This design comes from an exercise in tuning for small area on the open sky130 flow, not from production work.
In this exercise RTL edits were held to simulation tests only and were not proved equivalent to the original.
The flow treats the clock pin as an ideal source. Dropping or thinning the clock tree relies on that and would not hold on a real chip.

== the baseline ==
==> flow/design.v <==
module clock_divider (
    input wire clk,
    input wire rst,
    output wire game_tick
);
    localparam [17:0] LAST = 18'h13c49;
    reg [17:0] s;
    reg half;
    wire last = (s == LAST);
    wire clr = rst | last;
    assign game_tick = last & ~half;
    always @(posedge clk)
    begin
        s <= ~({s[16:0], s[17] ^ s[10]} | {18{clr}});
        half <= ~rst & (half ^ last);
    end
endmodule
module obstacle_generator (
    input wire clk,
    input wire rst,
    input wire game_tick,
    output reg [5:0] nk1,
    output reg [6:0] nk2
);
    wire [6:0] c1;
    wire [7:0] c2;
    assign c1[0] = game_tick;
    assign c2[0] = game_tick;
    genvar i;
    generate
        for (i = 0; i < 6; i = i + 1) begin : g1
            assign c1[i+1] = nk1[i] & c1[i];
        end
        for (i = 0; i < 7; i = i + 1) begin : g2
            assign c2[i+1] = nk2[i] & c2[i];
        end
    endgenerate
    wire [5:0] nk1_inc = nk1 ^ c1[5:0];
    wire [6:0] nk2_inc = nk2 ^ c2[6:0];
    wire wrap1 = c1[6];
    wire wrap2 = c2[7];
    wire near1 = (nk1 < 6'd22);
    always @(posedge clk) begin
        if (rst | wrap1)
            nk1 <= 6'd10;                             
        else
            nk1 <= nk1_inc;
        if (rst | (wrap2 & ~near1))
            nk2 <= 7'd53;                             
        else if (wrap2)
            nk2 <= 7'd62;                             
        else
            nk2 <= nk2_inc;
    end
endmodule
module input_handler (
    input wire clk,
    input wire rst,
    input wire btn_jump,
    output reg jump_pressed
);
    reg       last;
    reg [2:0] run;
    always @(posedge clk)
    begin
        last <= ~rst & btn_jump;
        if (rst)
        begin
            run <= 3'd7;
            jump_pressed <= 1'b0;
        end
        else
        begin
            if (run == 3'd7)
                jump_pressed <= last;
            if (btn_jump != last)
                run <= 3'd0;
            else if (run != 3'd7)
                run <= {run[2] | (run[1] & run[0]), run[1] ^ run[0], ~run[0]};
        end
    end
endmodule
module game_fsm (
    input wire clk,
    input wire rst,
    input wire game_tick,
    input wire jump_pressed,
    input wire collision,
    output wire [4:0] dino_m,
    output wire low
);
    reg [5:0] phase;
    reg       game_over;
    localparam [5:0] IDLE  = 6'b010011;    
    localparam [5:0] START = 6'b101100;    
    assign dino_m = phase[4:0] ^ {5{phase[5]}};
    assign low = dino_m[4] | (&dino_m[3:0]);
    wire idle = (phase == IDLE);
    wire step = game_tick & ~game_over;
    wire [6:0] c;
    assign c[0] = step & ~idle;
    genvar i;
    generate
        for (i = 0; i < 6; i = i + 1) begin : g
            assign c[i+1] = phase[i] & c[i];
        end
    endgenerate
    always @(posedge clk)
    begin
        if (rst)
            phase <= IDLE;
        else if (step & idle & jump_pressed & ~collision)
            phase <= START;
        else
            phase <= phase ^ c[5:0];
        game_over <= ~rst & (game_over | (game_tick & collision));
    end
endmodule
module collision_detector (
    input wire low,
    input wire [5:0] nk1,
    input wire [6:0] nk2,
    output wire collision
);
    assign collision = low && (nk1 >= 6'd55 || nk2 >= 7'd119);
endmodule
module vga_controller (
    input wire clk,
    input wire rst,
    output reg [6:0] hq,
    output reg [3:0] hr,
    output reg [9:0] v,
    output wire hsync,
    output wire vsync,
    output wire display_area
);
    wire hr_end = hr[3] & hr[0];                          
    wire hq_end = hq[6] & (&hq[3:0]);                     
    wire v_end  = v[9] & v[3] & v[2];                     
    wire [6:0] hc = {hq[5:0] & hc[5:0], hr_end};
    wire [9:0] vc = {v[8:0] & vc[8:0], hr_end & hq_end};
    always @(posedge clk)
    begin
        hr <= (rst | hr_end) ? 4'd0 : {hr[3] ^ (&hr[2:0]), hr[2] ^ (&hr[1:0]), hr[1] ^ hr[0], ~hr[0]};
        hq <= (rst | (hr_end & hq_end)) ? 7'd0 : hq ^ hc;
        v  <= (rst | (hr_end & hq_end & v_end)) ? 10'd0 : v ^ vc;
    end
    assign hsync = ~((hq == 7'd65 && hr >= 4'd6) ||
                     (hq >= 7'd66 && hq <= 7'd74) ||
                     (hq == 7'd75 && hr <= 4'd1));
    assign vsync = ~(v[9:1] == 9'd245);
    assign display_area = ~hq[6] && (v < 10'd480);
endmodule
module graphics_engine (
    input wire clk,
    input wire rst,
    input wire [6:0] hq,
    input wire [3:0] hr,
    input wire [9:0] v,
    input wire display_area,
    input wire [4:0] dino_m,
    input wire [5:0] nk1,
    input wire [6:0] nk2,
    output reg on,
    output reg white
);
    wire [6:0] a1;
    wire [7:0] a2;
    wire [5:0] d1;
    wire [6:0] d2;
    assign a1[0] = 1'b0;
    assign a2[0] = 1'b0;
    genvar i;
    generate
        for (i = 0; i < 6; i = i + 1) begin : g1
            assign d1[i] = hq[i] ^ nk1[i] ^ a1[i];
            assign a1[i+1] = (hq[i] & nk1[i]) | (a1[i] & (hq[i] ^ nk1[i]));
        end
        for (i = 0; i < 6; i = i + 1) begin : g2
            assign d2[i] = hq[i] ^ nk2[i] ^ a2[i];
            assign a2[i+1] = (hq[i] & nk2[i]) | (a2[i] & (hq[i] ^ nk2[i]));
        end
    endgenerate
    assign d2[6] = nk2[6] ^ a2[6];
    wire obs_row = (v >= 10'd330);
    wire in_obs = obs_row && ((d1 < 6'd5) || (d2 < 7'd5));
    reg [8:0] rtm;
    always @(*)
    begin
        case (dino_m)
            5'd0: rtm = 9'd502;
            5'd1: rtm = 9'd501;
            5'd2: rtm = 9'd499;
            5'd3: rtm = 9'd496;
            5'd4: rtm = 9'd492;
            5'd5: rtm = 9'd487;
            5'd6: rtm = 9'd481;
            5'd7: rtm = 9'd474;
            5'd8: rtm = 9'd466;
            5'd9: rtm = 9'd457;
            5'd10: rtm = 9'd447;
            5'd11: rtm = 9'd436;
            5'd12: rtm = 9'd424;
            5'd13: rtm = 9'd411;
            5'd14: rtm = 9'd397;
            5'd15: rtm = 9'd382;
            5'd16: rtm = 9'd366;
            5'd17: rtm = 9'd349;
            5'd18: rtm = 9'd331;
            default: rtm = 9'd312;
        endcase
    end
    wire [8:0] vh = v[9:1];
    wire [8:0] a3;
    wire [8:0] e;
    assign a3[0] = 1'b0;
    generate
        for (i = 0; i < 8; i = i + 1) begin : g3
            assign e[i] = vh[i] ^ rtm[i] ^ a3[i];
            assign a3[i+1] = (vh[i] & rtm[i]) | (a3[i] & (vh[i] ^ rtm[i]));
        end
    endgenerate
    assign e[8] = vh[8] ^ rtm[8] ^ a3[8];
    wire row_head = (e < 9'd10);
    wire row_body = (e >= 9'd10) && (e < 9'd25);
    wire row_tail = (e >= 9'd25) && (e < 9'd40);
    wire row_legs = (e >= 9'd40) && (e < 9'd45);
    wire hr_2_7 = (hr >= 4'd2) && (hr <= 4'd7);
    wire in_dino =
        (row_head && ((hq == 7'd8 && hr >= 4'd5) || (hq == 7'd9 && hr <= 4'd7))) ||
        (row_body && (hq >= 7'd6 && hq <= 7'd8)) ||
        (row_tail && (hq >= 7'd5 && hq <= 7'd8)) ||
        (row_legs && (hq == 7'd5 || ((hq == 7'd6 || hq == 7'd8) && hr_2_7)));
    always @(posedge clk)
    begin
        on <= ~rst & display_area;
        white <= ~rst & display_area & ~(in_obs | in_dino);
    end
endmodule
module top (
    input  wire        clk,
    input  wire        rst,
    input  wire        btn_jump,
    output wire        hsync,
    output wire        vsync,
    output wire [3:0]  red,
    output wire [3:0]  green,
    output wire [3:0]  blue
);
    wire        game_tick;
    wire        jump_pressed;
    wire [4:0]  dino_m;
    wire        low;
    wire [5:0]  nk1;
    wire [6:0]  nk2;
    wire        collision;
    wire [6:0]  hq;
    wire [3:0]  hr;
    wire [9:0]  v;
    wire        display_area;
    wire        on;
    wire        white;
    clock_divider u_clk_div (
        .clk      (clk),
        .rst      (rst),
        .game_tick(game_tick)
    );
    obstacle_generator u_obstacles (
        .clk        (clk),
        .rst        (rst),
        .game_tick  (game_tick),
        .nk1(nk1),
        .nk2(nk2)
    );
    input_handler u_input (
        .clk         (clk),
        .rst         (rst),
        .btn_jump    (btn_jump),
        .jump_pressed(jump_pressed)
    );
    game_fsm u_fsm (
        .clk         (clk),
        .rst         (rst),
        .game_tick   (game_tick),
        .jump_pressed(jump_pressed),
        .collision   (collision),
        .dino_m      (dino_m),
        .low         (low)
    );
    collision_detector u_collision (
        .low        (low),
        .nk1(nk1),
        .nk2(nk2),
        .collision  (collision)
    );
    vga_controller u_vga (
        .clk         (clk),
        .rst         (rst),
        .hq          (hq),
        .hr          (hr),
        .v           (v),
        .hsync       (hsync),
        .vsync       (vsync),
        .display_area(display_area)
    );
    graphics_engine u_gfx (
        .clk         (clk),
        .rst         (rst),
        .hq          (hq),
        .hr          (hr),
        .v           (v),
        .display_area(display_area),
        .dino_m      (dino_m),
        .nk1 (nk1),
        .nk2 (nk2),
        .on          (on),
        .white       (white)
    );
    assign red   = {on, white, white, white};
    assign green = {on, white, white, white};
    assign blue  = {on, white, white, white};
endmodule
clock: 40.0 ns
lec_check: 0
cap_margin: 20
core_margin: 2
core_utilization: 40
slew_margin: 20
standard.sh (not shown) runs the stock make flow with config.mk's settings and CLKGATE_MAP_FILE= SYNTH_SCRIPT=/design/flow/synth_recipe.tcl, a recipe that flattens the netlist after the stock synthesis.
==> flow/flow/run.sh <==
#!/bin/bash
# Standard ORFS layout with two changes:
#  - ports buffered with buf_1 instead of the default buffer
#  - after CTS, the clock tree is replaced by a small one (post_cts.tcl)
set -euo pipefail
export BUFFER_PORTS_ARGS="-buffer_cell sky130_fd_sc_hd__buf_1"
export MY_NCLK=5
export MY_CLKBUF=sky130_fd_sc_hd__clkbuf_4
export POST_CTS_TCL="$PWD/flow/post_cts.tcl"
bash standard.sh > standard.log 2>&1
==> flow/flow/post_cts.tcl <==
# Replace the clock tree that clock_tree_synthesis built with a small one:
# the flip-flops are split into NCLK groups by position, each driven by one
# clock buffer placed at the group's centre; clk drives the NCLK buffers.
set nclk 2
set bufcell sky130_fd_sc_hd__clkbuf_8
if { [info exists ::env(MY_NCLK)] } { set nclk $::env(MY_NCLK) }
if { [info exists ::env(MY_CLKBUF)] } { set bufcell $::env(MY_CLKBUF) }

set db [ord::get_db]
set block [ord::get_db_block]
set clk_net [$block findNet clk]

set sinks {}
foreach inst [$block getInsts] {
  if { [[$inst getMaster] isSequential] } {
    foreach it [$inst getITerms] {
      if { [[$it getMTerm] getName] eq "CLK" } { lappend sinks $it }
    }
  }
}
set old {}
foreach inst [$block getInsts] {
  if { [regexp {^(clkbuf_|clkload)} [$inst getName]] } { lappend old $inst }
}
foreach it $sinks { $it disconnect }
foreach inst $old { odb::dbInst_destroy $inst }
foreach net [$block getNets] {
  if { [string match "clknet_*" [$net getName]] } { odb::dbNet_destroy $net }
}
puts "post_cts: removed [llength $old] clock tree cells, [llength $sinks] sinks"

# group the sinks: start from strips along x, then a few rounds of k-means
set pts {}
foreach it $sinks {
  set bb [[$it getInst] getBBox]
  lappend pts [list [expr {([$bb xMin] + [$bb xMax]) / 2}] [expr {([$bb yMin] + [$bb yMax]) / 2}] $it]
}
set pts [lsort -integer -index 0 $pts]
set n [llength $pts]
set grp {}
for { set i 0 } { $i < $n } { incr i } { lappend grp [expr {$i * $nclk / $n}] }
for { set iter 0 } { $iter < 20 } { incr iter } {
  for { set g 0 } { $g < $nclk } { incr g } { set sx($g) 0; set sy($g) 0; set cnt($g) 0 }
  foreach p $pts g $grp {
    set sx($g) [expr {$sx($g) + [lindex $p 0]}]
    set sy($g) [expr {$sy($g) + [lindex $p 1]}]
    incr cnt($g)
  }
  for { set g 0 } { $g < $nclk } { incr g } {
    if { $cnt($g) > 0 } {
      set cx($g) [expr {$sx($g) / $cnt($g)}]
      set cy($g) [expr {$sy($g) / $cnt($g)}]
    }
  }
  set newgrp {}
  foreach p $pts {
    set best 0; set bd -1
    for { set g 0 } { $g < $nclk } { incr g } {
      set d [expr {abs([lindex $p 0] - $cx($g)) + abs([lindex $p 1] - $cy($g))}]
      if { $bd < 0 || $d < $bd } { set bd $d; set best $g }
    }
    lappend newgrp $best
  }
  set grp $newgrp
}
set master [$db findMaster $bufcell]
for { set g 0 } { $g < $nclk } { incr g } {
  set members {}
  set sx 0; set sy 0
  foreach p $pts gg $grp {
    if { $gg == $g } { lappend members [lindex $p 2]; incr sx [lindex $p 0]; incr sy [lindex $p 1] }
  }
  if { [llength $members] == 0 } { continue }
  set cx [expr {$sx / [llength $members]}]
  set cy [expr {$sy / [llength $members]}]
  set net [odb::dbNet_create $block "clknet_my_$g"]
  $net setSigType CLOCK
  set buf [odb::dbInst_create $block $master "clkbuf_my_$g"]
  [$buf findITerm A] connect $clk_net
  [$buf findITerm X] connect $net
  foreach it $members { $it connect $net }
  $buf setLocation $cx $cy
  $buf setPlacementStatus PLACED
  puts "post_cts: clkbuf_my_$g drives [llength $members] sinks at $cx $cy"
}
detailed_placement
check_placement -verbose
estimate_parasitics -placement
report_clock_skew
Status(the baseline) = ERROR, stage = clock tree synthesis (4_1_cts)
Setup changes, the baseline to the candidate
-- flow/flow/run.sh --
<<< the baseline, line 7
export MY_NCLK=5
export MY_CLKBUF=sky130_fd_sc_hd__clkbuf_4
>>> the candidate, line 7
export MY_NCLK=4
-- flow/flow/post_cts.tcl --
<<< the baseline, line 32
# group the sinks: start from strips along x, then a few rounds of k-means
>>> the candidate, line 32
# order the sinks along x, then cut into nclk groups
<<< the baseline, line 35
  set bb [[$it getInst] getBBox]
>>> the candidate, line 35
  set inst [$it getInst]
  set bb [$inst getBBox]
<<< the baseline, line 40
set grp {}
for { set i 0 } { $i < $n } { incr i } { lappend grp [expr {$i * $nclk / $n}] }
for { set iter 0 } { $iter < 20 } { incr iter } {
  for { set g 0 } { $g < $nclk } { incr g } { set sx($g) 0; set sy($g) 0; set cnt($g) 0 }
  foreach p $pts g $grp {
    set sx($g) [expr {$sx($g) + [lindex $p 0]}]
    set sy($g) [expr {$sy($g) + [lindex $p 1]}]
    incr cnt($g)
  }
  for { set g 0 } { $g < $nclk } { incr g } {
    if { $cnt($g) > 0 } {
      set cx($g) [expr {$sx($g) / $cnt($g)}]
      set cy($g) [expr {$sy($g) / $cnt($g)}]
    }
  }
  set newgrp {}
  foreach p $pts {
    set best 0; set bd -1
    for { set g 0 } { $g < $nclk } { incr g } {
      set d [expr {abs([lindex $p 0] - $cx($g)) + abs([lindex $p 1] - $cy($g))}]
      if { $bd < 0 || $d < $bd } { set bd $d; set best $g }
    }
    lappend newgrp $best
  }
  set grp $newgrp
}
>>> the candidate, line 41
<<< the baseline, line 68
  set members {}
>>> the candidate, line 43
  set lo [expr {$g * $n / $nclk}]
  set hi [expr {($g + 1) * $n / $nclk - 1}]
  set grp [lrange $pts $lo $hi]
<<< the baseline, line 70
  foreach p $pts gg $grp {
    if { $gg == $g } { lappend members [lindex $p 2]; incr sx [lindex $p 0]; incr sy [lindex $p 1] }
  }
  if { [llength $members] == 0 } { continue }
  set cx [expr {$sx / [llength $members]}]
  set cy [expr {$sy / [llength $members]}]
>>> the candidate, line 47
  foreach p $grp { incr sx [lindex $p 0]; incr sy [lindex $p 1] }
  set cx [expr {$sx / [llength $grp]}]
  set cy [expr {$sy / [llength $grp]}]
<<< the baseline, line 81
  foreach it $members { $it connect $net }
>>> the candidate, line 55
  foreach p $grp { [lindex $p 2] connect $net }
<<< the baseline, line 84
  puts "post_cts: clkbuf_my_$g drives [llength $members] sinks at $cx $cy"
>>> the candidate, line 58
  puts "post_cts: clkbuf_my_$g drives [llength $grp] sinks at $cx $cy"
[summary]
The candidate closes out successfully: all stages finished, all timing, DRC and antenna checks passed. Per the comparison of the candidate with the baseline, net count after synthesis has remained practically unchanged; width of the die about even; netlist area before placement shows no meaningful change; number of clock sinks seen by CTS comparable; number of storage elements in the synthesis netlist comparable.
In the candidate the design's own scripts or RTL, not TritonCTS, make the clock network.

what the ideal ports hide:
The results above use ideal ports. As a check the final layout listed here was re-extracted and re-timed, cells and wires unchanged. Step 1, drivers: a clkbuf_16 drives clk and a buf_2 each remaining input, both assumed. Step 2 times the ports against the registers' clock, not the clock port: input delays grow and output delays shrink by t, the midpoint of the rising clock arrivals with the driver on. Slacks: ideal / step 1 / step 2; pairs: ideal / step 1.
run: the candidate
shift t [ns]: 0.210
slack for setup (ns): 30.184 / 30.130 / 30.341
worst register clock-pin slew, ns: 0.11 / 0.11
worst slew at a driven data input, ns: 0.03
After both steps setup and hold are still met in the candidate. The setup slack of the candidate moves by -0.054 ns with the drivers and by +0.157 ns with both steps.
